Source: an optimization exercise on an open RTL-to-GDS flow (aim: small area and a short achievable clock period). Production flows keep margins and buffers that such runs may drop. No functional check of the RTL was part of any run shown here.

==> flow/design.v (outline; a module is shown in full before it is edited, if it fits) <==
// module iir: 1037 lines
module iir(
    input clk,
    input rst_n,
    input [31:0] x,
    output reg [31:0] y
    );
  // ...
==> flow/flow/run.sh <==
#!/bin/bash
# Layout flow: the standard ORFS flow (standard.sh), with two changes:
#  1. the combinational logic of the standard synthesis is replaced by the
#     gate-level netlist that gen2.py writes from the same description as
#     rtl/iir.v (same registers, same names and cell types; checked by
#     swap_netlist.py, and the standard netlist is kept if they differ);
#  2. the port buffers are buf_2 cells instead of the default.
set -euo pipefail
export BUFFER_PORTS_ARGS="-buffer_cell sky130_fd_sc_hd__buf_2"
R=orfs/results/sky130hd/iir/base
bash standard.sh synth > standard_synth.log 2>&1
python3 flow/gen2.py --ytree pre --fay cell --fap cell --polmode 1 --net custom_netlist.v > gen2.log 2>&1
if python3 flow/swap_netlist.py $R/1_2_yosys.v custom_netlist.v > swap_netlist.log 2>&1; then
  cp $R/1_2_yosys.v standard_1_2_yosys.v
  cp custom_netlist.v $R/1_2_yosys.v
  touch $R/1_2_yosys.v
  rm -f $R/1_synth.odb $R/1_synth.sdc
fi
bash standard.sh finish > standard_finish.log 2>&1
==> flow/flow/swap_netlist.py <==
#!/usr/bin/env python3
"""Check that a hand-built netlist keeps the standard synthesis's registers
(same instance names and cell types) and ports; exit 1 if not.
usage: swap_netlist.py STANDARD.v CUSTOM.v"""
import re, sys

def info(path):
    t = open(path).read()
    ffs = {}
    for cell, name in re.findall(r'\b(sky130_fd_sc_hd__df\w+)\s+(\\\S+|\S+)\s*\(', t):
        ffs[name.lstrip('\\')] = cell
    m = re.search(r'module\s+iir\s*\((.*?)\);', t, re.S)
    ports = sorted(p.strip() for p in m.group(1).split(','))
    decl = sorted(re.findall(r'^\s*(input|output)\s+(\[[^\]]*\])?\s*(\w+);', t, re.M))
    return ffs, ports, decl

a = info(sys.argv[1])
b = info(sys.argv[2])
ok = True
if a[0] != b[0]:
    ok = False
    print('registers differ:')
    for k in sorted(set(a[0]) | set(b[0])):
        if a[0].get(k) != b[0].get(k):
            print('  ', k, a[0].get(k), b[0].get(k))
if a[1] != b[1] or a[2] != b[2]:
    ok = False
    print('ports differ:', a[1:], b[1:])
print('registers:', len(a[0]), 'match' if ok else 'MISMATCH')
sys.exit(0 if ok else 1)
==> flow/standard.sh <==
#!/bin/bash
# synth_recipe.tcl (not shown) runs the flow's synth.tcl, then flattens the netlist and writes it again
# the make line also repeats each setting of config.mk as NAME=value (left out here)
make -C /OpenROAD-flow-scripts/flow DESIGN_CONFIG=/design/flow/config.mk WORK_HOME=/design/flow/orfs CLKGATE_MAP_FILE= SYNTH_SCRIPT=/design/flow/synth_recipe.tcl "${@:-finish}"
==> flow/config.mk <==
export PLATFORM = sky130hd
export DESIGN_NAME = iir
export DESIGN_NICKNAME = iir
export VERILOG_FILES = /design/flow/design.v
export SDC_FILE = /design/flow/constraint.sdc
export NUM_CORES = 4
export LEC_CHECK = 0
export CAP_MARGIN = 20
export CORE_MARGIN = 2
export CORE_UTILIZATION = 70
export CTS_BUF_LIST = sky130_fd_sc_hd__clkbuf_4 sky130_fd_sc_hd__clkbuf_8
export SETUP_SLACK_MARGIN = 4
export SLEW_MARGIN = 20
==> flow/constraint.sdc <==
create_clock -name core_clock -period 7.5 [get_ports {clk}]
set_input_delay 1.5000 -clock core_clock [delete_from_list [all_inputs] [get_ports {clk}]]
set_output_delay 1.5000 -clock core_clock [all_outputs]
set_load 0.01 [all_outputs]
Not shown: flow/flow/gen2.py
==> key figures, run 1 <==
STA
  – Final Hold Fails: 0
  – Final setup skew: 0.00960 ns
  – Setup ws final: 3.84 ns
  – Final Max Slew Viols: 0
  – Worst slew margin: 54.3%
  – Final setup violation count: 0
  – RSZ-0062 raised after global routing: true

Cells and area
  – Largest cell class: multi-input gates
  – Register area: 2380 um2

CTS
  – Post-CTS resize count: 42
  – CTS root buf: clkbuf_8
  – Post-CTS Setup Bufs: 19

Floorplan
  – I/O pin count: 66
  – Num rows: 40

Flow run
  – Max-Cap Viols: 0

Global route
  – Top Usage Layer GRT: met2
  – GRT overflow: 0

Worst setup path
  – Max incr delay on CP: 0.63 ns
  – Reg2reg end: y[31]$_DFF_PN0_
  – R2R depth: 17
  – CP max FO: 6
  – CP Class: reg2reg

Outcome
  – Status: complete, no violations

Worst hold path
  – Hold path start: p[0]$_DFF_PN0_

Routing
  – Top layer in use: met4

Place
  – Place WS: 3.35 ns
==> inputs of run 2 (changes only) <==
==> flow/design.v (replaced) <==
module iir(
    input clk,
    input rst_n,
    input [31:0] x,
    output reg [31:0] y
    );
reg [31:0] x1, p;
wire inv1 = ~y[0];
wire inv2 = ~y[1];
wire inv3 = ~y[2];
wire inv4 = ~y[3];
wire inv5 = ~y[4];
wire inv6 = ~y[5];
wire inv7 = ~y[6];
wire inv8 = ~y[7];
wire inv9 = ~y[8];
wire inv10 = ~y[9];
wire inv11 = ~y[10];
wire inv12 = ~y[11];
wire inv13 = ~y[12];
wire inv14 = ~y[13];
wire inv15 = ~y[14];
wire inv16 = ~y[15];
wire inv17 = ~y[16];
wire inv18 = ~y[17];
wire inv19 = ~y[18];
wire inv20 = ~y[19];
wire inv21 = ~y[20];
wire inv22 = ~y[21];
wire inv23 = ~y[22];
wire inv24 = ~y[23];
wire inv25 = ~y[24];
wire inv26 = ~y[25];
wire inv27 = ~y[26];
wire inv28 = ~y[27];
wire inv29 = ~y[28];
wire inv30 = ~y[29];
wire xn31 = ~(p[2] ^ inv1);
wire or32 = p[2] | inv1;
wire fa33 = p[3] ^ inv2 ^ x[1];
wire fa34 = (p[3] & inv2) | (p[3] & x[1]) | (inv2 & x[1]);
wire fa35 = p[4] ^ inv3 ^ x[2];
wire fa36 = (p[4] & inv3) | (p[4] & x[2]) | (inv3 & x[2]);
wire fa37 = p[5] ^ inv4 ^ x[3];
wire fa38 = (p[5] & inv4) | (p[5] & x[3]) | (inv4 & x[3]);
wire fa39 = p[6] ^ inv5 ^ x[4];
wire fa40 = (p[6] & inv5) | (p[6] & x[4]) | (inv5 & x[4]);
wire fa41 = p[7] ^ inv6 ^ x[5];
wire fa42 = (p[7] & inv6) | (p[7] & x[5]) | (inv6 & x[5]);
wire fa43 = p[8] ^ inv7 ^ x[6];
wire fa44 = (p[8] & inv7) | (p[8] & x[6]) | (inv7 & x[6]);
wire fa45 = p[9] ^ inv8 ^ x[7];
wire fa46 = (p[9] & inv8) | (p[9] & x[7]) | (inv8 & x[7]);
wire fa47 = p[10] ^ inv9 ^ x[8];
wire fa48 = (p[10] & inv9) | (p[10] & x[8]) | (inv9 & x[8]);
wire fa49 = p[11] ^ inv10 ^ x[9];
wire fa50 = (p[11] & inv10) | (p[11] & x[9]) | (inv10 & x[9]);
wire fa51 = p[12] ^ inv11 ^ x[10];
wire fa52 = (p[12] & inv11) | (p[12] & x[10]) | (inv11 & x[10]);
wire fa53 = p[13] ^ inv12 ^ x[11];
wire fa54 = (p[13] & inv12) | (p[13] & x[11]) | (inv12 & x[11]);
wire fa55 = p[14] ^ inv13 ^ x[12];
wire fa56 = (p[14] & inv13) | (p[14] & x[12]) | (inv13 & x[12]);
wire fa57 = p[15] ^ inv14 ^ x[13];
wire fa58 = (p[15] & inv14) | (p[15] & x[13]) | (inv14 & x[13]);
wire fa59 = p[16] ^ inv15 ^ x[14];
wire fa60 = (p[16] & inv15) | (p[16] & x[14]) | (inv15 & x[14]);
wire fa61 = p[17] ^ inv16 ^ x[15];
wire fa62 = (p[17] & inv16) | (p[17] & x[15]) | (inv16 & x[15]);
wire fa63 = p[18] ^ inv17 ^ x[16];
wire fa64 = (p[18] & inv17) | (p[18] & x[16]) | (inv17 & x[16]);
wire fa65 = p[19] ^ inv18 ^ x[17];
wire fa66 = (p[19] & inv18) | (p[19] & x[17]) | (inv18 & x[17]);
wire fa67 = p[20] ^ inv19 ^ x[18];
wire fa68 = (p[20] & inv19) | (p[20] & x[18]) | (inv19 & x[18]);
wire fa69 = p[21] ^ inv20 ^ x[19];
wire fa70 = (p[21] & inv20) | (p[21] & x[19]) | (inv20 & x[19]);
wire fa71 = p[22] ^ inv21 ^ x[20];
wire fa72 = (p[22] & inv21) | (p[22] & x[20]) | (inv21 & x[20]);
wire fa73 = p[23] ^ inv22 ^ x[21];
wire fa74 = (p[23] & inv22) | (p[23] & x[21]) | (inv22 & x[21]);
wire fa75 = p[24] ^ inv23 ^ x[22];
wire fa76 = (p[24] & inv23) | (p[24] & x[22]) | (inv23 & x[22]);
wire fa77 = p[25] ^ inv24 ^ x[23];
wire fa78 = (p[25] & inv24) | (p[25] & x[23]) | (inv24 & x[23]);
wire fa79 = p[26] ^ inv25 ^ x[24];
wire fa80 = (p[26] & inv25) | (p[26] & x[24]) | (inv25 & x[24]);
wire fa81 = p[27] ^ inv26 ^ x[25];
wire fa82 = (p[27] & inv26) | (p[27] & x[25]) | (inv26 & x[25]);
wire fa83 = p[28] ^ inv27 ^ x[26];
wire fa84 = (p[28] & inv27) | (p[28] & x[26]) | (inv27 & x[26]);
wire fa85 = p[29] ^ inv28 ^ x[27];
wire fa86 = (p[29] & inv28) | (p[29] & x[27]) | (inv28 & x[27]);
wire fa87 = p[30] ^ inv29 ^ x[28];
wire fa88 = (p[30] & inv29) | (p[30] & x[28]) | (inv29 & x[28]);
wire fa89 = p[31] ^ inv30 ^ x[29];
wire fa90 = (p[31] & inv30) | (p[31] & x[29]) | (inv30 & x[29]);
wire fa91 = xn31 ^ x[0] ^ x[1];
wire fa92 = (xn31 & x[0]) | (xn31 & x[1]) | (x[0] & x[1]);
wire fa93 = or32 ^ x[2] ^ fa33;
wire fa94 = (or32 & x[2]) | (or32 & fa33) | (x[2] & fa33);
wire fa95 = x[3] ^ fa34 ^ fa35;
wire fa96 = (x[3] & fa34) | (x[3] & fa35) | (fa34 & fa35);
wire fa97 = x[4] ^ fa36 ^ fa37;
wire fa98 = (x[4] & fa36) | (x[4] & fa37) | (fa36 & fa37);
wire fa99 = x[5] ^ fa38 ^ fa39;
wire fa100 = (x[5] & fa38) | (x[5] & fa39) | (fa38 & fa39);
wire fa101 = x[6] ^ fa40 ^ fa41;
wire fa102 = (x[6] & fa40) | (x[6] & fa41) | (fa40 & fa41);
wire fa103 = x[7] ^ fa42 ^ fa43;
wire fa104 = (x[7] & fa42) | (x[7] & fa43) | (fa42 & fa43);
wire fa105 = x[8] ^ fa44 ^ fa45;
wire fa106 = (x[8] & fa44) | (x[8] & fa45) | (fa44 & fa45);
wire fa107 = x[9] ^ fa46 ^ fa47;
wire fa108 = (x[9] & fa46) | (x[9] & fa47) | (fa46 & fa47);
wire fa109 = x[10] ^ fa48 ^ fa49;
wire fa110 = (x[10] & fa48) | (x[10] & fa49) | (fa48 & fa49);
wire fa111 = x[11] ^ fa50 ^ fa51;
wire fa112 = (x[11] & fa50) | (x[11] & fa51) | (fa50 & fa51);
wire fa113 = x[12] ^ fa52 ^ fa53;
wire fa114 = (x[12] & fa52) | (x[12] & fa53) | (fa52 & fa53);
wire fa115 = x[13] ^ fa54 ^ fa55;
wire fa116 = (x[13] & fa54) | (x[13] & fa55) | (fa54 & fa55);
wire fa117 = x[14] ^ fa56 ^ fa57;
wire fa118 = (x[14] & fa56) | (x[14] & fa57) | (fa56 & fa57);
wire fa119 = x[15] ^ fa58 ^ fa59;
wire fa120 = (x[15] & fa58) | (x[15] & fa59) | (fa58 & fa59);
wire fa121 = x[16] ^ fa60 ^ fa61;
wire fa122 = (x[16] & fa60) | (x[16] & fa61) | (fa60 & fa61);
wire fa123 = x[17] ^ fa62 ^ fa63;
wire fa124 = (x[17] & fa62) | (x[17] & fa63) | (fa62 & fa63);
wire fa125 = x[18] ^ fa64 ^ fa65;
wire fa126 = (x[18] & fa64) | (x[18] & fa65) | (fa64 & fa65);
wire fa127 = x[19] ^ fa66 ^ fa67;
wire fa128 = (x[19] & fa66) | (x[19] & fa67) | (fa66 & fa67);
wire fa129 = x[20] ^ fa68 ^ fa69;
wire fa130 = (x[20] & fa68) | (x[20] & fa69) | (fa68 & fa69);
wire fa131 = x[21] ^ fa70 ^ fa71;
wire fa132 = (x[21] & fa70) | (x[21] & fa71) | (fa70 & fa71);
wire fa133 = x[22] ^ fa72 ^ fa73;
wire fa134 = (x[22] & fa72) | (x[22] & fa73) | (fa72 & fa73);
wire fa135 = x[23] ^ fa74 ^ fa75;
wire fa136 = (x[23] & fa74) | (x[23] & fa75) | (fa74 & fa75);
wire fa137 = x[24] ^ fa76 ^ fa77;
wire fa138 = (x[24] & fa76) | (x[24] & fa77) | (fa76 & fa77);
wire fa139 = x[25] ^ fa78 ^ fa79;
wire fa140 = (x[25] & fa78) | (x[25] & fa79) | (fa78 & fa79);
wire fa141 = x[26] ^ fa80 ^ fa81;
wire fa142 = (x[26] & fa80) | (x[26] & fa81) | (fa80 & fa81);
wire fa143 = x[27] ^ fa82 ^ fa83;
wire fa144 = (x[27] & fa82) | (x[27] & fa83) | (fa82 & fa83);
wire fa145 = x[28] ^ fa84 ^ fa85;
wire fa146 = (x[28] & fa84) | (x[28] & fa85) | (fa84 & fa85);
wire fa147 = x[29] ^ fa86 ^ fa87;
wire fa148 = (x[29] & fa86) | (x[29] & fa87) | (fa86 & fa87);
wire fa149 = x[30] ^ fa88 ^ fa89;
wire fa150 = (x[30] & fa88) | (x[30] & fa89) | (fa88 & fa89);
wire fa151 = x1[0] ^ y[1] ^ x[1];
wire fa152 = (x1[0] & y[1]) | (x1[0] & x[1]) | (y[1] & x[1]);
wire xn153 = ~(x1[1] ^ y[2]);
wire or154 = x1[1] | y[2];
wire fa155 = x1[2] ^ y[3] ^ inv2;
wire fa156 = (x1[2] & y[3]) | (x1[2] & inv2) | (y[3] & inv2);
wire fa157 = x1[3] ^ y[4] ^ inv3;
wire fa158 = (x1[3] & y[4]) | (x1[3] & inv3) | (y[4] & inv3);
wire fa159 = x1[4] ^ y[5] ^ inv4;
wire fa160 = (x1[4] & y[5]) | (x1[4] & inv4) | (y[5] & inv4);
wire fa161 = x1[5] ^ y[6] ^ inv5;
wire fa162 = (x1[5] & y[6]) | (x1[5] & inv5) | (y[6] & inv5);
wire fa163 = x1[6] ^ y[7] ^ inv6;
wire fa164 = (x1[6] & y[7]) | (x1[6] & inv6) | (y[7] & inv6);
wire fa165 = x1[7] ^ y[8] ^ inv7;
wire fa166 = (x1[7] & y[8]) | (x1[7] & inv7) | (y[8] & inv7);
wire fa167 = x1[8] ^ y[9] ^ inv8;
wire fa168 = (x1[8] & y[9]) | (x1[8] & inv8) | (y[9] & inv8);
wire fa169 = x1[9] ^ y[10] ^ inv9;
wire fa170 = (x1[9] & y[10]) | (x1[9] & inv9) | (y[10] & inv9);
wire fa171 = x1[10] ^ y[11] ^ inv10;
wire fa172 = (x1[10] & y[11]) | (x1[10] & inv10) | (y[11] & inv10);
wire fa173 = x1[11] ^ y[12] ^ inv11;
wire fa174 = (x1[11] & y[12]) | (x1[11] & inv11) | (y[12] & inv11);
wire fa175 = x1[12] ^ y[13] ^ inv12;
wire fa176 = (x1[12] & y[13]) | (x1[12] & inv12) | (y[13] & inv12);
wire fa177 = x1[13] ^ y[14] ^ inv13;
wire fa178 = (x1[13] & y[14]) | (x1[13] & inv13) | (y[14] & inv13);
wire fa179 = x1[14] ^ y[15] ^ inv14;
wire fa180 = (x1[14] & y[15]) | (x1[14] & inv14) | (y[15] & inv14);
wire fa181 = x1[15] ^ y[16] ^ inv15;
wire fa182 = (x1[15] & y[16]) | (x1[15] & inv15) | (y[16] & inv15);
wire fa183 = x1[16] ^ y[17] ^ inv16;
wire fa184 = (x1[16] & y[17]) | (x1[16] & inv16) | (y[17] & inv16);
wire fa185 = x1[17] ^ y[18] ^ inv17;
wire fa186 = (x1[17] & y[18]) | (x1[17] & inv17) | (y[18] & inv17);
wire fa187 = x1[18] ^ y[19] ^ inv18;
wire fa188 = (x1[18] & y[19]) | (x1[18] & inv18) | (y[19] & inv18);
wire fa189 = x1[19] ^ y[20] ^ inv19;
wire fa190 = (x1[19] & y[20]) | (x1[19] & inv19) | (y[20] & inv19);
wire fa191 = x1[20] ^ y[21] ^ inv20;
wire fa192 = (x1[20] & y[21]) | (x1[20] & inv20) | (y[21] & inv20);
wire fa193 = x1[21] ^ y[22] ^ inv21;
wire fa194 = (x1[21] & y[22]) | (x1[21] & inv21) | (y[22] & inv21);
wire fa195 = x1[22] ^ y[23] ^ inv22;
wire fa196 = (x1[22] & y[23]) | (x1[22] & inv22) | (y[23] & inv22);
wire fa197 = x1[23] ^ y[24] ^ inv23;
wire fa198 = (x1[23] & y[24]) | (x1[23] & inv23) | (y[24] & inv23);
wire fa199 = x1[24] ^ y[25] ^ inv24;
wire fa200 = (x1[24] & y[25]) | (x1[24] & inv24) | (y[25] & inv24);
wire fa201 = x1[25] ^ y[26] ^ inv25;
wire fa202 = (x1[25] & y[26]) | (x1[25] & inv25) | (y[26] & inv25);
wire fa203 = x1[26] ^ y[27] ^ inv26;
wire fa204 = (x1[26] & y[27]) | (x1[26] & inv26) | (y[27] & inv26);
wire fa205 = x1[27] ^ y[28] ^ inv27;
wire fa206 = (x1[27] & y[28]) | (x1[27] & inv27) | (y[28] & inv27);
wire fa207 = x1[28] ^ y[29] ^ inv28;
wire fa208 = (x1[28] & y[29]) | (x1[28] & inv28) | (y[29] & inv28);
wire fa209 = x1[29] ^ y[30] ^ inv29;
wire fa210 = (x1[29] & y[30]) | (x1[29] & inv29) | (y[30] & inv29);
wire fa211 = x1[30] ^ y[31] ^ inv30;
wire fa212 = (x1[30] & y[31]) | (x1[30] & inv30) | (y[31] & inv30);
wire fa213 = inv1 ^ xn153 ^ x[2];
wire fa214 = (inv1 & xn153) | (inv1 & x[2]) | (xn153 & x[2]);
wire fa215 = or154 ^ fa155 ^ x[3];
wire fa216 = (or154 & fa155) | (or154 & x[3]) | (fa155 & x[3]);
wire fa217 = fa156 ^ fa157 ^ x[4];
wire fa218 = (fa156 & fa157) | (fa156 & x[4]) | (fa157 & x[4]);
wire fa219 = fa158 ^ fa159 ^ x[5];
wire fa220 = (fa158 & fa159) | (fa158 & x[5]) | (fa159 & x[5]);
wire fa221 = fa160 ^ fa161 ^ x[6];
wire fa222 = (fa160 & fa161) | (fa160 & x[6]) | (fa161 & x[6]);
wire fa223 = fa162 ^ fa163 ^ x[7];
wire fa224 = (fa162 & fa163) | (fa162 & x[7]) | (fa163 & x[7]);
wire fa225 = fa164 ^ fa165 ^ x[8];
wire fa226 = (fa164 & fa165) | (fa164 & x[8]) | (fa165 & x[8]);
wire fa227 = fa166 ^ fa167 ^ x[9];
wire fa228 = (fa166 & fa167) | (fa166 & x[9]) | (fa167 & x[9]);
wire fa229 = fa168 ^ fa169 ^ x[10];
wire fa230 = (fa168 & fa169) | (fa168 & x[10]) | (fa169 & x[10]);
wire fa231 = fa170 ^ fa171 ^ x[11];
wire fa232 = (fa170 & fa171) | (fa170 & x[11]) | (fa171 & x[11]);
wire fa233 = fa172 ^ fa173 ^ x[12];
wire fa234 = (fa172 & fa173) | (fa172 & x[12]) | (fa173 & x[12]);
wire fa235 = fa174 ^ fa175 ^ x[13];
wire fa236 = (fa174 & fa175) | (fa174 & x[13]) | (fa175 & x[13]);
wire fa237 = fa176 ^ fa177 ^ x[14];
wire fa238 = (fa176 & fa177) | (fa176 & x[14]) | (fa177 & x[14]);
wire fa239 = fa178 ^ fa179 ^ x[15];
wire fa240 = (fa178 & fa179) | (fa178 & x[15]) | (fa179 & x[15]);
wire fa241 = fa180 ^ fa181 ^ x[16];
wire fa242 = (fa180 & fa181) | (fa180 & x[16]) | (fa181 & x[16]);
wire fa243 = fa182 ^ fa183 ^ x[17];
wire fa244 = (fa182 & fa183) | (fa182 & x[17]) | (fa183 & x[17]);
wire fa245 = fa184 ^ fa185 ^ x[18];
wire fa246 = (fa184 & fa185) | (fa184 & x[18]) | (fa185 & x[18]);
wire fa247 = fa186 ^ fa187 ^ x[19];
wire fa248 = (fa186 & fa187) | (fa186 & x[19]) | (fa187 & x[19]);
wire fa249 = fa188 ^ fa189 ^ x[20];
wire fa250 = (fa188 & fa189) | (fa188 & x[20]) | (fa189 & x[20]);
wire fa251 = fa190 ^ fa191 ^ x[21];
wire fa252 = (fa190 & fa191) | (fa190 & x[21]) | (fa191 & x[21]);
wire fa253 = fa192 ^ fa193 ^ x[22];
wire fa254 = (fa192 & fa193) | (fa192 & x[22]) | (fa193 & x[22]);
wire fa255 = fa194 ^ fa195 ^ x[23];
wire fa256 = (fa194 & fa195) | (fa194 & x[23]) | (fa195 & x[23]);
wire fa257 = fa196 ^ fa197 ^ x[24];
wire fa258 = (fa196 & fa197) | (fa196 & x[24]) | (fa197 & x[24]);
wire fa259 = fa198 ^ fa199 ^ x[25];
wire fa260 = (fa198 & fa199) | (fa198 & x[25]) | (fa199 & x[25]);
wire fa261 = fa200 ^ fa201 ^ x[26];
wire fa262 = (fa200 & fa201) | (fa200 & x[26]) | (fa201 & x[26]);
wire fa263 = fa202 ^ fa203 ^ x[27];
wire fa264 = (fa202 & fa203) | (fa202 & x[27]) | (fa203 & x[27]);
wire fa265 = fa204 ^ fa205 ^ x[28];
wire fa266 = (fa204 & fa205) | (fa204 & x[28]) | (fa205 & x[28]);
wire fa267 = fa206 ^ fa207 ^ x[29];
wire fa268 = (fa206 & fa207) | (fa206 & x[29]) | (fa207 & x[29]);
wire fa269 = fa208 ^ fa209 ^ x[30];
wire fa270 = (fa208 & fa209) | (fa208 & x[30]) | (fa209 & x[30]);
wire fa271 = fa210 ^ fa211 ^ x[31];
wire fa272 = (fa210 & fa211) | (fa210 & x[31]) | (fa211 & x[31]);
wire gn273 = ~(p[1] & x[0]);
wire tn274 = ~(p[1] | x[0]);
wire pp275 = p[1] ^ x[0];
wire gn276 = ~(fa92 & fa93);
wire tn277 = ~(fa92 | fa93);
wire pp278 = fa92 ^ fa93;
wire gn279 = ~(fa94 & fa95);
wire tn280 = ~(fa94 | fa95);
wire pp281 = fa94 ^ fa95;
wire gn282 = ~(fa96 & fa97);
wire tn283 = ~(fa96 | fa97);
wire pp284 = fa96 ^ fa97;
wire gn285 = ~(fa98 & fa99);
wire tn286 = ~(fa98 | fa99);
wire pp287 = fa98 ^ fa99;
wire gn288 = ~(fa100 & fa101);
wire tn289 = ~(fa100 | fa101);
wire pp290 = fa100 ^ fa101;
wire gn291 = ~(fa102 & fa103);
wire tn292 = ~(fa102 | fa103);
wire pp293 = fa102 ^ fa103;
wire gn294 = ~(fa104 & fa105);
wire tn295 = ~(fa104 | fa105);
wire pp296 = fa104 ^ fa105;
wire gn297 = ~(fa106 & fa107);
wire tn298 = ~(fa106 | fa107);
wire pp299 = fa106 ^ fa107;
wire gn300 = ~(fa108 & fa109);
wire tn301 = ~(fa108 | fa109);
wire pp302 = fa108 ^ fa109;
wire gn303 = ~(fa110 & fa111);
wire tn304 = ~(fa110 | fa111);
wire pp305 = fa110 ^ fa111;
wire gn306 = ~(fa112 & fa113);
wire tn307 = ~(fa112 | fa113);
wire pp308 = fa112 ^ fa113;
wire gn309 = ~(fa114 & fa115);
wire tn310 = ~(fa114 | fa115);
wire pp311 = fa114 ^ fa115;
wire gn312 = ~(fa116 & fa117);
wire tn313 = ~(fa116 | fa117);
wire pp314 = fa116 ^ fa117;
wire gn315 = ~(fa118 & fa119);
wire tn316 = ~(fa118 | fa119);
wire pp317 = fa118 ^ fa119;
wire gn318 = ~(fa120 & fa121);
wire tn319 = ~(fa120 | fa121);
wire pp320 = fa120 ^ fa121;
wire gn321 = ~(fa122 & fa123);
wire tn322 = ~(fa122 | fa123);
wire pp323 = fa122 ^ fa123;
wire gn324 = ~(fa124 & fa125);
wire tn325 = ~(fa124 | fa125);
wire pp326 = fa124 ^ fa125;
wire gn327 = ~(fa126 & fa127);
wire tn328 = ~(fa126 | fa127);
wire pp329 = fa126 ^ fa127;
wire gn330 = ~(fa128 & fa129);
wire tn331 = ~(fa128 | fa129);
wire pp332 = fa128 ^ fa129;
wire gn333 = ~(fa130 & fa131);
wire tn334 = ~(fa130 | fa131);
wire pp335 = fa130 ^ fa131;
wire gn336 = ~(fa132 & fa133);
wire tn337 = ~(fa132 | fa133);
wire pp338 = fa132 ^ fa133;
wire gn339 = ~(fa134 & fa135);
wire tn340 = ~(fa134 | fa135);
wire pp341 = fa134 ^ fa135;
wire gn342 = ~(fa136 & fa137);
wire tn343 = ~(fa136 | fa137);
wire pp344 = fa136 ^ fa137;
wire gn345 = ~(fa138 & fa139);
wire tn346 = ~(fa138 | fa139);
wire pp347 = fa138 ^ fa139;
wire gn348 = ~(fa140 & fa141);
wire tn349 = ~(fa140 | fa141);
wire pp350 = fa140 ^ fa141;
wire gn351 = ~(fa142 & fa143);
wire tn352 = ~(fa142 | fa143);
wire pp353 = fa142 ^ fa143;
wire gn354 = ~(fa144 & fa145);
wire tn355 = ~(fa144 | fa145);
wire pp356 = fa144 ^ fa145;
wire gn357 = ~(fa146 & fa147);
wire tn358 = ~(fa146 | fa147);
wire pp359 = fa146 ^ fa147;
wire gn360 = ~(fa148 & fa149);
wire tn361 = ~(fa148 | fa149);
wire pp362 = fa148 ^ fa149;
wire inv363 = ~fa91;
wire pa364 = ~(tn277 | inv363);
wire pa365 = ~(tn283 | tn280);
wire pg366 = ~((tn283 | gn279) & gn282);
wire pa367 = ~(tn289 | tn286);
wire pg368 = ~((tn289 | gn285) & gn288);
wire pa369 = ~(tn295 | tn292);
wire pg370 = ~((tn295 | gn291) & gn294);
wire pa371 = ~(tn301 | tn298);
wire pg372 = ~((tn301 | gn297) & gn300);
wire pa373 = ~(tn307 | tn304);
wire pg374 = ~((tn307 | gn303) & gn306);
wire pa375 = ~(tn313 | tn310);
wire pg376 = ~((tn313 | gn309) & gn312);
wire pa377 = ~(tn319 | tn316);
wire pg378 = ~((tn319 | gn315) & gn318);
wire pa379 = ~(tn325 | tn322);
wire pg380 = ~((tn325 | gn321) & gn324);
wire pa381 = ~(tn331 | tn328);
wire pg382 = ~((tn331 | gn327) & gn330);
wire pa383 = ~(tn337 | tn334);
wire pg384 = ~((tn337 | gn333) & gn336);
wire pa385 = ~(tn343 | tn340);
wire pg386 = ~((tn343 | gn339) & gn342);
wire pa387 = ~(tn349 | tn346);
wire pg388 = ~((tn349 | gn345) & gn348);
wire pa389 = ~(tn355 | tn352);
wire pg390 = ~((tn355 | gn351) & gn354);
wire inv391 = ~gn276;
wire inv392 = ~gn273;
wire pg393 = ~((pa364 & inv392) | inv391);
wire pa394 = ~(pa365 & pa364);
wire pg395 = ~((pa365 & inv391) | pg366);
wire pa396 = ~(pa367 & pa365);
wire pg397 = ~((pa367 & pg366) | pg368);
wire pa398 = ~(pa369 & pa367);
wire pg399 = ~((pa369 & pg368) | pg370);
wire pa400 = ~(pa371 & pa369);
wire pg401 = ~((pa371 & pg370) | pg372);
wire pa402 = ~(pa373 & pa371);
wire pg403 = ~((pa373 & pg372) | pg374);
wire pa404 = ~(pa375 & pa373);
wire pg405 = ~((pa375 & pg374) | pg376);
wire pa406 = ~(pa377 & pa375);
wire pg407 = ~((pa377 & pg376) | pg378);
wire pa408 = ~(pa379 & pa377);
wire pg409 = ~((pa379 & pg378) | pg380);
wire pa410 = ~(pa381 & pa379);
wire pg411 = ~((pa381 & pg380) | pg382);
wire pa412 = ~(pa383 & pa381);
wire pg413 = ~((pa383 & pg382) | pg384);
wire pa414 = ~(pa385 & pa383);
wire pg415 = ~((pa385 & pg384) | pg386);
wire pa416 = ~(pa387 & pa385);
wire pg417 = ~((pa387 & pg386) | pg388);
wire pa418 = ~(pa389 & pa387);
wire pg419 = ~((pa389 & pg388) | pg390);
wire pg420 = ~((pa394 | gn273) & pg395);
wire pg421 = ~((pa396 | pg393) & pg397);
wire pa422 = ~(pa398 | pa394);
wire pg423 = ~((pa398 | pg395) & pg399);
wire pa424 = ~(pa400 | pa396);
wire pg425 = ~((pa400 | pg397) & pg401);
wire pa426 = ~(pa402 | pa398);
wire pg427 = ~((pa402 | pg399) & pg403);
wire pa428 = ~(pa404 | pa400);
wire pg429 = ~((pa404 | pg401) & pg405);
wire pa430 = ~(pa406 | pa402);
wire pg431 = ~((pa406 | pg403) & pg407);
wire pa432 = ~(pa408 | pa404);
wire pg433 = ~((pa408 | pg405) & pg409);
wire pa434 = ~(pa410 | pa406);
wire pg435 = ~((pa410 | pg407) & pg411);
wire pa436 = ~(pa412 | pa408);
wire pg437 = ~((pa412 | pg409) & pg413);
wire pa438 = ~(pa414 | pa410);
wire pg439 = ~((pa414 | pg411) & pg415);
wire pa440 = ~(pa416 | pa412);
wire pg441 = ~((pa416 | pg413) & pg417);
wire pa442 = ~(pa418 | pa414);
wire pg443 = ~((pa418 | pg415) & pg419);
wire pg444 = ~((pa422 & inv392) | pg423);
wire inv445 = ~pg393;
wire pg446 = ~((pa424 & inv445) | pg425);
wire pg447 = ~((pa426 & pg420) | pg427);
wire pg448 = ~((pa428 & pg421) | pg429);
wire pa449 = ~(pa430 & pa422);
wire pg450 = ~((pa430 & pg423) | pg431);
wire pa451 = ~(pa432 & pa424);
wire pg452 = ~((pa432 & pg425) | pg433);
wire pa453 = ~(pa434 & pa426);
wire pg454 = ~((pa434 & pg427) | pg435);
wire pa455 = ~(pa436 & pa428);
wire pg456 = ~((pa436 & pg429) | pg437);
wire pa457 = ~(pa438 & pa430);
wire pg458 = ~((pa438 & pg431) | pg439);
wire pa459 = ~(pa440 & pa432);
wire pg460 = ~((pa440 & pg433) | pg441);
wire pa461 = ~(pa442 & pa434);
wire pg462 = ~((pa442 & pg435) | pg443);
wire pg463 = ~((pa449 | gn273) & pg450);
wire pg464 = ~((pa451 | pg393) & pg452);
wire inv465 = ~pg420;
wire pg466 = ~((pa453 | inv465) & pg454);
wire inv467 = ~pg421;
wire pg468 = ~((pa455 | inv467) & pg456);
wire pg469 = ~((pa457 | pg444) & pg458);
wire pg470 = ~((pa459 | pg446) & pg460);
wire pg471 = ~((pa461 | pg447) & pg462);
wire pa472 = ~(fa91 & inv392);
wire pg473 = ~((tn280 | pg393) & gn279);
wire inv474 = ~gn285;
wire inv475 = ~tn286;
wire pg476 = ~((inv475 & pg420) | inv474);
wire inv477 = ~gn291;
wire inv478 = ~tn292;
wire pg479 = ~((inv478 & pg421) | inv477);
wire pg480 = ~((tn298 | pg444) & gn297);
wire pg481 = ~((tn304 | pg446) & gn303);
wire pg482 = ~((tn310 | pg447) & gn309);
wire pg483 = ~((tn316 | pg448) & gn315);
wire inv484 = ~gn321;
wire inv485 = ~tn322;
wire pg486 = ~((inv485 & pg463) | inv484);
wire inv487 = ~gn327;
wire inv488 = ~tn328;
wire pg489 = ~((inv488 & pg464) | inv487);
wire inv490 = ~gn333;
wire inv491 = ~tn334;
wire pg492 = ~((inv491 & pg466) | inv490);
wire inv493 = ~gn339;
wire inv494 = ~tn340;
wire pg495 = ~((inv494 & pg468) | inv493);
wire inv496 = ~gn345;
wire inv497 = ~tn346;
wire pg498 = ~((inv497 & pg469) | inv496);
wire inv499 = ~gn351;
wire inv500 = ~tn352;
wire pg501 = ~((inv500 & pg470) | inv499);
wire inv502 = ~gn357;
wire inv503 = ~tn358;
wire pg504 = ~((inv503 & pg471) | inv502);
wire sn505 = ~(fa91 ^ gn273);
wire sn506 = ~(pp278 ^ pa472);
wire sn507 = ~(pp281 ^ pg393);
wire xo508 = pp284 ^ pg473;
wire xo509 = pp287 ^ pg420;
wire sn510 = ~(pp290 ^ pg476);
wire xo511 = pp293 ^ pg421;
wire sn512 = ~(pp296 ^ pg479);
wire sn513 = ~(pp299 ^ pg444);
wire xo514 = pp302 ^ pg480;
wire sn515 = ~(pp305 ^ pg446);
wire xo516 = pp308 ^ pg481;
wire sn517 = ~(pp311 ^ pg447);
wire xo518 = pp314 ^ pg482;
wire sn519 = ~(pp317 ^ pg448);
wire xo520 = pp320 ^ pg483;
wire xo521 = pp323 ^ pg463;
wire sn522 = ~(pp326 ^ pg486);
wire xo523 = pp329 ^ pg464;
wire sn524 = ~(pp332 ^ pg489);
wire xo525 = pp335 ^ pg466;
wire sn526 = ~(pp338 ^ pg492);
wire xo527 = pp341 ^ pg468;
wire sn528 = ~(pp344 ^ pg495);
wire xo529 = pp347 ^ pg469;
wire sn530 = ~(pp350 ^ pg498);
wire xo531 = pp353 ^ pg470;
wire sn532 = ~(pp356 ^ pg501);
wire xo533 = pp359 ^ pg471;
wire sn534 = ~(pp362 ^ pg504);
wire gn535 = ~(y[0] & x[0]);
wire tn536 = ~(y[0] | x[0]);
wire pp537 = y[0] ^ x[0];
wire gn538 = ~(fa213 & fa152);
wire tn539 = ~(fa213 | fa152);
wire pp540 = fa213 ^ fa152;
wire gn541 = ~(fa214 & fa215);
wire tn542 = ~(fa214 | fa215);
wire pp543 = fa214 ^ fa215;
wire gn544 = ~(fa216 & fa217);
wire tn545 = ~(fa216 | fa217);
wire pp546 = fa216 ^ fa217;
wire gn547 = ~(fa218 & fa219);
wire tn548 = ~(fa218 | fa219);
wire pp549 = fa218 ^ fa219;
wire gn550 = ~(fa220 & fa221);
wire tn551 = ~(fa220 | fa221);
wire pp552 = fa220 ^ fa221;
wire gn553 = ~(fa222 & fa223);
wire tn554 = ~(fa222 | fa223);
wire pp555 = fa222 ^ fa223;
wire gn556 = ~(fa224 & fa225);
wire tn557 = ~(fa224 | fa225);
wire pp558 = fa224 ^ fa225;
wire gn559 = ~(fa226 & fa227);
wire tn560 = ~(fa226 | fa227);
wire pp561 = fa226 ^ fa227;
wire gn562 = ~(fa228 & fa229);
wire tn563 = ~(fa228 | fa229);
wire pp564 = fa228 ^ fa229;
wire gn565 = ~(fa230 & fa231);
wire tn566 = ~(fa230 | fa231);
wire pp567 = fa230 ^ fa231;
wire gn568 = ~(fa232 & fa233);
wire tn569 = ~(fa232 | fa233);
wire pp570 = fa232 ^ fa233;
wire gn571 = ~(fa234 & fa235);
wire tn572 = ~(fa234 | fa235);
wire pp573 = fa234 ^ fa235;
wire gn574 = ~(fa236 & fa237);
wire tn575 = ~(fa236 | fa237);
wire pp576 = fa236 ^ fa237;
wire gn577 = ~(fa238 & fa239);
wire tn578 = ~(fa238 | fa239);
wire pp579 = fa238 ^ fa239;
wire gn580 = ~(fa240 & fa241);
wire tn581 = ~(fa240 | fa241);
wire pp582 = fa240 ^ fa241;
wire gn583 = ~(fa242 & fa243);
wire tn584 = ~(fa242 | fa243);
wire pp585 = fa242 ^ fa243;
wire gn586 = ~(fa244 & fa245);
wire tn587 = ~(fa244 | fa245);
wire pp588 = fa244 ^ fa245;
wire gn589 = ~(fa246 & fa247);
wire tn590 = ~(fa246 | fa247);
wire pp591 = fa246 ^ fa247;
wire gn592 = ~(fa248 & fa249);
wire tn593 = ~(fa248 | fa249);
wire pp594 = fa248 ^ fa249;
wire gn595 = ~(fa250 & fa251);
wire tn596 = ~(fa250 | fa251);
wire pp597 = fa250 ^ fa251;
wire gn598 = ~(fa252 & fa253);
wire tn599 = ~(fa252 | fa253);
wire pp600 = fa252 ^ fa253;
wire gn601 = ~(fa254 & fa255);
wire tn602 = ~(fa254 | fa255);
wire pp603 = fa254 ^ fa255;
wire gn604 = ~(fa256 & fa257);
wire tn605 = ~(fa256 | fa257);
wire pp606 = fa256 ^ fa257;
wire gn607 = ~(fa258 & fa259);
wire tn608 = ~(fa258 | fa259);
wire pp609 = fa258 ^ fa259;
wire gn610 = ~(fa260 & fa261);
wire tn611 = ~(fa260 | fa261);
wire pp612 = fa260 ^ fa261;
wire gn613 = ~(fa262 & fa263);
wire tn614 = ~(fa262 | fa263);
wire pp615 = fa262 ^ fa263;
wire gn616 = ~(fa264 & fa265);
wire tn617 = ~(fa264 | fa265);
wire pp618 = fa264 ^ fa265;
wire gn619 = ~(fa266 & fa267);
wire tn620 = ~(fa266 | fa267);
wire pp621 = fa266 ^ fa267;
wire gn622 = ~(fa268 & fa269);
wire tn623 = ~(fa268 | fa269);
wire pp624 = fa268 ^ fa269;
wire gn625 = ~(fa270 & fa271);
wire tn626 = ~(fa270 | fa271);
wire pp627 = fa270 ^ fa271;
wire inv628 = ~gn535;
wire pa629 = ~(fa151 & inv628);
wire pa630 = ~(tn542 | tn539);
wire pg631 = ~((tn542 | gn538) & gn541);
wire pa632 = ~(tn548 | tn545);
wire pg633 = ~((tn548 | gn544) & gn547);
wire pa634 = ~(tn554 | tn551);
wire pg635 = ~((tn554 | gn550) & gn553);
wire pa636 = ~(tn560 | tn557);
wire pg637 = ~((tn560 | gn556) & gn559);
wire pa638 = ~(tn566 | tn563);
wire pg639 = ~((tn566 | gn562) & gn565);
wire pa640 = ~(tn572 | tn569);
wire pg641 = ~((tn572 | gn568) & gn571);
wire pa642 = ~(tn578 | tn575);
wire pg643 = ~((tn578 | gn574) & gn577);
wire pa644 = ~(tn584 | tn581);
wire pg645 = ~((tn584 | gn580) & gn583);
wire pa646 = ~(tn590 | tn587);
wire pg647 = ~((tn590 | gn586) & gn589);
wire pa648 = ~(tn596 | tn593);
wire pg649 = ~((tn596 | gn592) & gn595);
wire pa650 = ~(tn602 | tn599);
wire pg651 = ~((tn602 | gn598) & gn601);
wire pa652 = ~(tn608 | tn605);
wire pg653 = ~((tn608 | gn604) & gn607);
wire pa654 = ~(tn614 | tn611);
wire pg655 = ~((tn614 | gn610) & gn613);
wire pa656 = ~(tn620 | tn617);
wire pg657 = ~((tn620 | gn616) & gn619);
wire inv658 = ~pa629;
wire pg659 = ~((pa630 & inv658) | pg631);
wire pa660 = ~(pa632 & pa630);
wire pg661 = ~((pa632 & pg631) | pg633);
wire pa662 = ~(pa634 & pa632);
wire pg663 = ~((pa634 & pg633) | pg635);
wire pa664 = ~(pa636 & pa634);
wire pg665 = ~((pa636 & pg635) | pg637);
wire pa666 = ~(pa638 & pa636);
wire pg667 = ~((pa638 & pg637) | pg639);
wire pa668 = ~(pa640 & pa638);
wire pg669 = ~((pa640 & pg639) | pg641);
wire pa670 = ~(pa642 & pa640);
wire pg671 = ~((pa642 & pg641) | pg643);
wire pa672 = ~(pa644 & pa642);
wire pg673 = ~((pa644 & pg643) | pg645);
wire pa674 = ~(pa646 & pa644);
wire pg675 = ~((pa646 & pg645) | pg647);
wire pa676 = ~(pa648 & pa646);
wire pg677 = ~((pa648 & pg647) | pg649);
wire pa678 = ~(pa650 & pa648);
wire pg679 = ~((pa650 & pg649) | pg651);
wire pa680 = ~(pa652 & pa650);
wire pg681 = ~((pa652 & pg651) | pg653);
wire pa682 = ~(pa654 & pa652);
wire pg683 = ~((pa654 & pg653) | pg655);
wire pa684 = ~(pa656 & pa654);
wire pg685 = ~((pa656 & pg655) | pg657);
wire pg686 = ~((pa660 | pa629) & pg661);
wire pg687 = ~((pa662 | pg659) & pg663);
wire pa688 = ~(pa664 | pa660);
wire pg689 = ~((pa664 | pg661) & pg665);
wire pa690 = ~(pa666 | pa662);
wire pg691 = ~((pa666 | pg663) & pg667);
wire pa692 = ~(pa668 | pa664);
wire pg693 = ~((pa668 | pg665) & pg669);
wire pa694 = ~(pa670 | pa666);
wire pg695 = ~((pa670 | pg667) & pg671);
wire pa696 = ~(pa672 | pa668);
wire pg697 = ~((pa672 | pg669) & pg673);
wire pa698 = ~(pa674 | pa670);
wire pg699 = ~((pa674 | pg671) & pg675);
wire pa700 = ~(pa676 | pa672);
wire pg701 = ~((pa676 | pg673) & pg677);
wire pa702 = ~(pa678 | pa674);
wire pg703 = ~((pa678 | pg675) & pg679);
wire pa704 = ~(pa680 | pa676);
wire pg705 = ~((pa680 | pg677) & pg681);
wire pa706 = ~(pa682 | pa678);
wire pg707 = ~((pa682 | pg679) & pg683);
wire pa708 = ~(pa684 | pa680);
wire pg709 = ~((pa684 | pg681) & pg685);
wire pg710 = ~((pa688 & inv658) | pg689);
wire inv711 = ~pg659;
wire pg712 = ~((pa690 & inv711) | pg691);
wire pg713 = ~((pa692 & pg686) | pg693);
wire pg714 = ~((pa694 & pg687) | pg695);
wire pa715 = ~(pa696 & pa688);
wire pg716 = ~((pa696 & pg689) | pg697);
wire pa717 = ~(pa698 & pa690);
wire pg718 = ~((pa698 & pg691) | pg699);
wire pa719 = ~(pa700 & pa692);
wire pg720 = ~((pa700 & pg693) | pg701);
wire pa721 = ~(pa702 & pa694);
wire pg722 = ~((pa702 & pg695) | pg703);
wire pa723 = ~(pa704 & pa696);
wire pg724 = ~((pa704 & pg697) | pg705);
wire pa725 = ~(pa706 & pa698);
wire pg726 = ~((pa706 & pg699) | pg707);
wire pa727 = ~(pa708 & pa700);
wire pg728 = ~((pa708 & pg701) | pg709);
wire pg729 = ~((pa715 | pa629) & pg716);
wire pg730 = ~((pa717 | pg659) & pg718);
wire inv731 = ~pg686;
wire pg732 = ~((pa719 | inv731) & pg720);
wire inv733 = ~pg687;
wire pg734 = ~((pa721 | inv733) & pg722);
wire pg735 = ~((pa723 | pg710) & pg724);
wire pg736 = ~((pa725 | pg712) & pg726);
wire pg737 = ~((pa727 | pg713) & pg728);
wire pg738 = ~((tn539 | pa629) & gn538);
wire pg739 = ~((tn545 | pg659) & gn544);
wire inv740 = ~gn550;
wire inv741 = ~tn551;
wire pg742 = ~((inv741 & pg686) | inv740);
wire inv743 = ~gn556;
wire inv744 = ~tn557;
wire pg745 = ~((inv744 & pg687) | inv743);
wire pg746 = ~((tn563 | pg710) & gn562);
wire pg747 = ~((tn569 | pg712) & gn568);
wire pg748 = ~((tn575 | pg713) & gn574);
wire pg749 = ~((tn581 | pg714) & gn580);
wire inv750 = ~gn586;
wire inv751 = ~tn587;
wire pg752 = ~((inv751 & pg729) | inv750);
wire inv753 = ~gn592;
wire inv754 = ~tn593;
wire pg755 = ~((inv754 & pg730) | inv753);
wire inv756 = ~gn598;
wire inv757 = ~tn599;
wire pg758 = ~((inv757 & pg732) | inv756);
wire inv759 = ~gn604;
wire inv760 = ~tn605;
wire pg761 = ~((inv760 & pg734) | inv759);
wire inv762 = ~gn610;
wire inv763 = ~tn611;
wire pg764 = ~((inv763 & pg735) | inv762);
wire inv765 = ~gn616;
wire inv766 = ~tn617;
wire pg767 = ~((inv766 & pg736) | inv765);
wire inv768 = ~gn622;
wire inv769 = ~tn623;
wire pg770 = ~((inv769 & pg737) | inv768);
wire sn771 = ~(fa151 ^ gn535);
wire sn772 = ~(pp540 ^ pa629);
wire xo773 = pp543 ^ pg738;
wire sn774 = ~(pp546 ^ pg659);
wire xo775 = pp549 ^ pg739;
wire xo776 = pp552 ^ pg686;
wire sn777 = ~(pp555 ^ pg742);
wire xo778 = pp558 ^ pg687;
wire sn779 = ~(pp561 ^ pg745);
wire sn780 = ~(pp564 ^ pg710);
wire xo781 = pp567 ^ pg746;
wire sn782 = ~(pp570 ^ pg712);
wire xo783 = pp573 ^ pg747;
wire sn784 = ~(pp576 ^ pg713);
wire xo785 = pp579 ^ pg748;
wire sn786 = ~(pp582 ^ pg714);
wire xo787 = pp585 ^ pg749;
wire xo788 = pp588 ^ pg729;
wire sn789 = ~(pp591 ^ pg752);
wire xo790 = pp594 ^ pg730;
wire sn791 = ~(pp597 ^ pg755);
wire xo792 = pp600 ^ pg732;
wire sn793 = ~(pp603 ^ pg758);
wire xo794 = pp606 ^ pg734;
wire sn795 = ~(pp609 ^ pg761);
wire xo796 = pp612 ^ pg735;
wire sn797 = ~(pp615 ^ pg764);
wire xo798 = pp618 ^ pg736;
wire sn799 = ~(pp621 ^ pg767);
wire xo800 = pp624 ^ pg737;
wire sn801 = ~(pp627 ^ pg770);
wire [31:0] y_next = {sn534, xo533, sn532, xo531, sn530, xo529, sn528, xo527, sn526, xo525, sn524, xo523, sn522, xo521, xo520, sn519, xo518, sn517, xo516, sn515, xo514, sn513, sn512, xo511, sn510, xo509, xo508, sn507, sn506, sn505, pp275, p[0]};
wire [31:0] p_next = {sn801, xo800, sn799, xo798, sn797, xo796, sn795, xo794, sn793, xo792, sn791, xo790, sn789, xo788, xo787, sn786, xo785, sn784, xo783, sn782, xo781, sn780, sn779, xo778, sn777, xo776, xo775, sn774, xo773, sn772, sn771, pp537};
always @(posedge clk or negedge rst_n)
begin
    if (!rst_n)
    begin
        x1 <= 32'd0;
        p  <= 32'd0;
        y  <= 32'd0;
    end
    else
    begin
        x1 <= x;
        p  <= p_next;
        y  <= y_next;
    end
end
endmodule
==> flow/flow/run.sh (replaced) <==
#!/bin/bash
# Layout flow: the standard ORFS flow (standard.sh), with two changes:
#  1. the combinational logic of the standard synthesis is replaced by the
#     gate-level netlist that gen2.py writes from the same description as
#     rtl/iir.v (same registers, same names and cell types; checked by
#     swap_netlist.py, and the standard netlist is kept if they differ);
#  2. the port buffers are buf_1 cells instead of the default.
set -euo pipefail
export BUFFER_PORTS_ARGS="-buffer_cell sky130_fd_sc_hd__buf_1"
R=orfs/results/sky130hd/iir/base
bash standard.sh synth > standard_synth.log 2>&1
python3 flow/gen2.py --fay cell --fap cell --prefix hc --net custom_netlist.v > gen2.log 2>&1
if python3 flow/swap_netlist.py $R/1_2_yosys.v custom_netlist.v > swap_netlist.log 2>&1; then
  cp $R/1_2_yosys.v standard_1_2_yosys.v
  cp custom_netlist.v $R/1_2_yosys.v
  touch $R/1_2_yosys.v
  rm -f $R/1_synth.odb $R/1_synth.sdc
fi
bash standard.sh finish > standard_finish.log 2>&1
--- a/flow/flow/gen2.py
+++ b/flow/flow/gen2.py
@@ -30,16 +30,18 @@
 # carries, and each block's carry-out is kept in register pc (0 = whole adder)
 ap.add_argument('--pblock', type=int, default=0)
 # carry of a full adder in xor form: maj3 cell, or mux2 selected by the xor of
 # the two earlier inputs
 ap.add_argument('--carry', default='maj', choices=['maj', 'mux'])
 # 'fast42': y' uses 4:2 compressors built from xor2/xnor2 and and-or-invert
 # gates, with the inputs x entering last
 ap.add_argument('--polmode', type=int, default=0)
+# prefix tree of the carry-propagate adders: Sklansky, Kogge-Stone, Han-Carlson
+ap.add_argument('--prefix', default='sk', choices=['sk', 'ks', 'hc'])
 ap.add_argument('--ytree', default='wallace', choices=['wallace', 'fast42', 'pre'])
 args = ap.parse_args()
 
 # --------------------------------------------------------------------------
 # IR: gates with named output nets. A signal is a net name or 0/1 constant.
 gates = []          # (kind, inputs(list), outputs(list))
 arr = {}            # estimated arrival time per net
 cnt = [0]
@@ -227,36 +229,47 @@
             G.append((gate('NAND2', [a, b], prefix='gn'), 1))
             T.append((gate('NOR2', [a, b], prefix='tn'), 1))
             P.append(gate('XOR2', [a, b], prefix='pp'))
     if carry2:
         assert B[0] == 0 and B[1] == 0
         G[1] = (1, 0)
         T[1] = (0, 0)
     start = list(range(W))    # group start of each node
+    levels = []
     d = 1
     while d < W:
+        levels.append(d)
+        d *= 2
+    if args.prefix == 'hc':
+        levels.append(0)       # final level for the even bits
+    for d in levels:
         nG, nT, ns = list(G), list(T), list(start)
         for i in range(W - 1):
-            if (i // d) % 2 == 1:
-                j = (i // d) * d - 1
-                final = start[j] == 0
-                if G[i] == (0, 0) and T[i] == (0, 0):
-                    continue
-                if G[j] == (0, 0) and final:
-                    # nothing comes from below: G stays, group is final
-                    ns[i] = 0
-                    nT[i] = None
-                    continue
-                g, tt = combine(G[i], T[i], G[j], T[j] if not final else (1, 0), not final)
-                nG[i] = g
-                nT[i] = tt
-                ns[i] = start[j]
+            if start[i] == 0:
+                continue
+            if args.prefix == 'sk' and (i // d) % 2 != 1:
+                continue
+            if args.prefix == 'hc' and (i % 2 == 0) != (d == 0):
+                continue
+            j = start[i] - 1
+            final = start[j] == 0
+            if G[i] == (0, 0) and T[i] == (0, 0):
+                continue
+            if G[j] == (0, 0) and final:
+                # nothing comes from below: G stays, group is final
+                ns[i] = 0
+                nT[i] = None
+                continue
+            g, tt = combine(G[i], T[i], G[j], T[j] if not final else (1, 0), not final)
+            nG[i] = g
+            nT[i] = tt
+            ns[i] = start[j]
         G, T, start = nG, nT, ns
-        d *= 2
+    assert all(start[i] == 0 for i in range(W - 1)), start
     S = []
     for i in range(W):
         if i == 0:
             S.append(P[0])
             continue
         c = G[i - 1]
         if c[0] in (0, 1):
             S.append(xor2(P[i], c[0] ^ c[1]))
==> key figures, run 2 <==
Cells and area
  – Share of cells above drive strength 1: 21.6% (was 22.8%)
  – Fillcell total: 590 (was 691)
  – Top Registers: p: 32 flops, y: 32 flops, x1: 31 flops (unchanged)
  – Most frequent cells in the layout: 106 x fa_1, 95 x dfrtp_1, 89 x nand2_1, 87 x xor2_1, 76 x inv_1 (was 135 x xor2_1, 134 x nor2_1, 126 x nand2_1, 118 x o21ai_1, 94 x inv_1)
  – Area grow syn2layout: 19.6% (about the same)
  – Cell area after layout: 9160 um2 (was 10100 um2)
  – Final cell count without fillers: 1014 (was 1291)
  – Diodes inserted: 0 (unchanged)
  – Most common cell after layout, fill and taps aside: fa_1 (was xor2_1)
  – Final nets: 1022 (was 1263)

CTS
  – Clock slew at reported path FFs: 0.10 ns (was 0.09 ns)
  – Hold_buf cts: 0 (unchanged)
  – Num CTS Buffers: 9 (unchanged)
  – CTS root buf: clkbuf_8 (unchanged)
  – Htree depth: 3 (unchanged)
  – Clk buf depth: 2 (unchanged)
  – Skew-Pair Late Insertion Delay: 0.39 ns (was 0.38 ns)
  – Clock sink total: 95 (unchanged)
  – CTS tree: done (unchanged)

Worst hold path
  – Hold Crit Class: reg2reg (unchanged)
  – Hold path start: p[0]$_DFF_PN0_ (unchanged)
  – Hold Path Sink: y[0]$_DFF_PN0_ (unchanged)
  – Worst hold path cell count: 0 (unchanged)

STA
  – Final Max Slew Viols: 0 (unchanged)
  – Setup ws final: 3.82 ns (was 3.84 ns)
  – Min cycle time layout: 3.68 ns (was 3.66 ns)
  – Hold WS: 0.359 ns (was 0.365 ns)
  – Setup TNS: 0 ns (unchanged)
  – Final setup skew: 0.0114 ns (was 0.00960 ns)
  – Final Hold Fails: 0 (unchanged)
  – Final setup violation count: 0 (unchanged)
  – Worst slew pin tran: 0.702 ns (was 0.685 ns)
  – Worst slew margin: 53.2% (was 54.3%)
  – F_max: 272 MHz (was 273 MHz)
  – RSZ-0062 raised after global routing: true (unchanged)
  – Period utilization: 49.0% (was 48.8%)

Worst setup path
  – Source of the worst register-to-register timing path: y[3]$_DFF_PN0_ (was y[0]$_DFF_PN0_)
  – Crit. End Element: register (unchanged)
  – Crit path arrival time: 3.96 ns (was 3.92 ns)
  – R2R depth: 11 (was 17)
  – CP startpoint: x[8] (was y[0]$_DFF_PN0_)
  – Reg2reg end: p[31]$_DFF_PN0_ (was y[31]$_DFF_PN0_)
  – CP required: 7.79 ns (was 7.76 ns)
  – Crit start category: input pin (was register)
  – R2r setup slk: 4.23 ns (was 3.84 ns)
  – CP Class: in2reg (was reg2reg)
  – CP max FO: 4 (was 6)

Global route
  – Initial antenna violation count: 0 (unchanged)
  – Vias in the first global route: 6247 (was 6694)
  – GRT Util Overall: 36.1% (was 30.7%)
  – Largest net degree at the start of global routing: 55 (was 54)
  – GRT overflow: 0 (unchanged)
  – First-pass GRT wire length: 31500 um (was 30900 um)

Routing
  – Routed WL: 21000 um (was 21200 um)
  – Vias: 6123 (was 7218)
  – DR DRC count: 0 (unchanged)
  – First-pass DRT Iterations: 5 (unchanged)
  – Wire per inst: 20.7 um (was 16.4 um)
  – Vias per cell: 6.04 (was 5.59)
  – DRT iter0 DRCs: 449 (was 576)
  – ANT nets after route: 0 (unchanged)

Place
  – Place WS: 2.95 ns (was 3.35 ns)
  – Post-DP HPWL: 15000 um (was 14500 um)
  – Post-DP Area: 8160 um2 (was 9020 um2)
  – Inst Count DP: 977 (was 1222)
  – Final GP Congestion: 1.01 (was 0.880)
  – Port Buffers: 65 (unchanged)

Flow run
  – Max-Cap Viols: 0 (unchanged)

Floorplan
  – Core box area: 10700 um2 (was 11900 um2)
  – Initial Util: 71.3% (was 71.0%)
  – Die Ht: 109 um (was 114 um)
  – Num rows: 38 (was 40)
  – Total Die Area: 11800 um2 (was 13000 um2)
  – I/O pin count: 66 (unchanged)
  – Die span in x: 109 um (was 114 um)

Outcome
  – Status: complete, no violations (unchanged)

Synth
  – Synth Net Count: 924 (was 1133)
  – Post-Syn Area: 7660 um2 (was 8460 um2)
  – Syn_area_per_cell: 9.93 um2 (was 8.38 um2)
  – Synth Instances: 771 (was 1009)
  – Yosys warns: 1 (unchanged)
==> run 2: per-layer routing <==
metal,vias up,global-route usage (%),wire length (um)
met5,-,0,0
met4,0,15.2,887
met3,81,5.12,1360
met2,321,59.5,10600
met1,3108,48.6,8060
li1,2613,-,-
==> run 2: critical path, cell delays in order <==
cell and delay (ns):
buf_2 0.14, fa_1 0.46, fa_1 0.59, nand2_1 0.19, o21ai_4 0.26, a21oi_4 0.11
o21ai_1 0.24, a21oi_1 0.11, o21ai_2 0.10, xor2_1 0.25
==> run 2: cell type report <==
cell class              count  area, um2  area share, %
clock inverters             7       57.6          0.629
multi-input cells         599       5640           61.6
flip-flops and latches     95       2380           26.0
repair buffers             87        498           5.44
clock buffers               9        124           1.35
inverters                  77        289           3.16
well taps                 140        175           1.91
==> run 2: stage by stage <==
stage / utilization (%)
floorplan: -
CTS: 80.3
global route: 85.2
finish: 85.2
global placement: 75.9
detailed placement: 75.9
==> run 2: worst max path at each step <==
stage | cells past startpoint | to | slack [ns]
floorplan | 10 | y[31]$_DFF_PN0_ | 3.90
global placement | 11 | y[31]$_DFF_PN0_ | 3.04
detailed placement | 11 | y[31]$_DFF_PN0_ | 2.95
CTS | 11 | y[31]$_DFF_PN0_ | 3.92
global route | 11 | y[31]$_DFF_PN0_ | 3.76
finish | 10 | y[18]$_DFF_PN0_ | 3.82
==> run 2: what timing repair did <==
action | CTS | global route
buffers inserted | 10 | 11
pin swaps | 16 | 40
gates resized for setup | 72 | 122
setup endpoints to repair | 26 | 28

separate check: timing with driven ports:
The results above use ideal ports. As a check the final layouts listed here were re-extracted and re-timed, cells and wires unchanged.
Step 1 sets driving cells, clkbuf_16 on the clock port and buf_2 on the other inputs (assumed; they add their load-dependent delay and slew).
Step 2, shift: input delay + t, output delay - t, t = (earliest + latest rising clock arrival at the registers) / 2. This alone moves slack from input paths to output paths.
Three values: ideal, step 1, step 2; two values: the first two.
| run | shift t [ns] | setup WS [ns] | worst register clock-pin slew, ns | cell pins on the clock port's net |
|---|---|---|---|---|
| run 1 | 0.413 | 3.839 / 3.839 / 3.634 | 0.09 / 0.09 | 1 |
| run 2 | 0.425 | 3.824 / 3.841 / 3.415 | 0.10 / 0.10 | 1 |
After both steps every run listed still meets setup and hold. The setup slack of run 2, which loses most, moves by +0.017 ns with the drivers and by -0.409 ns with both steps.
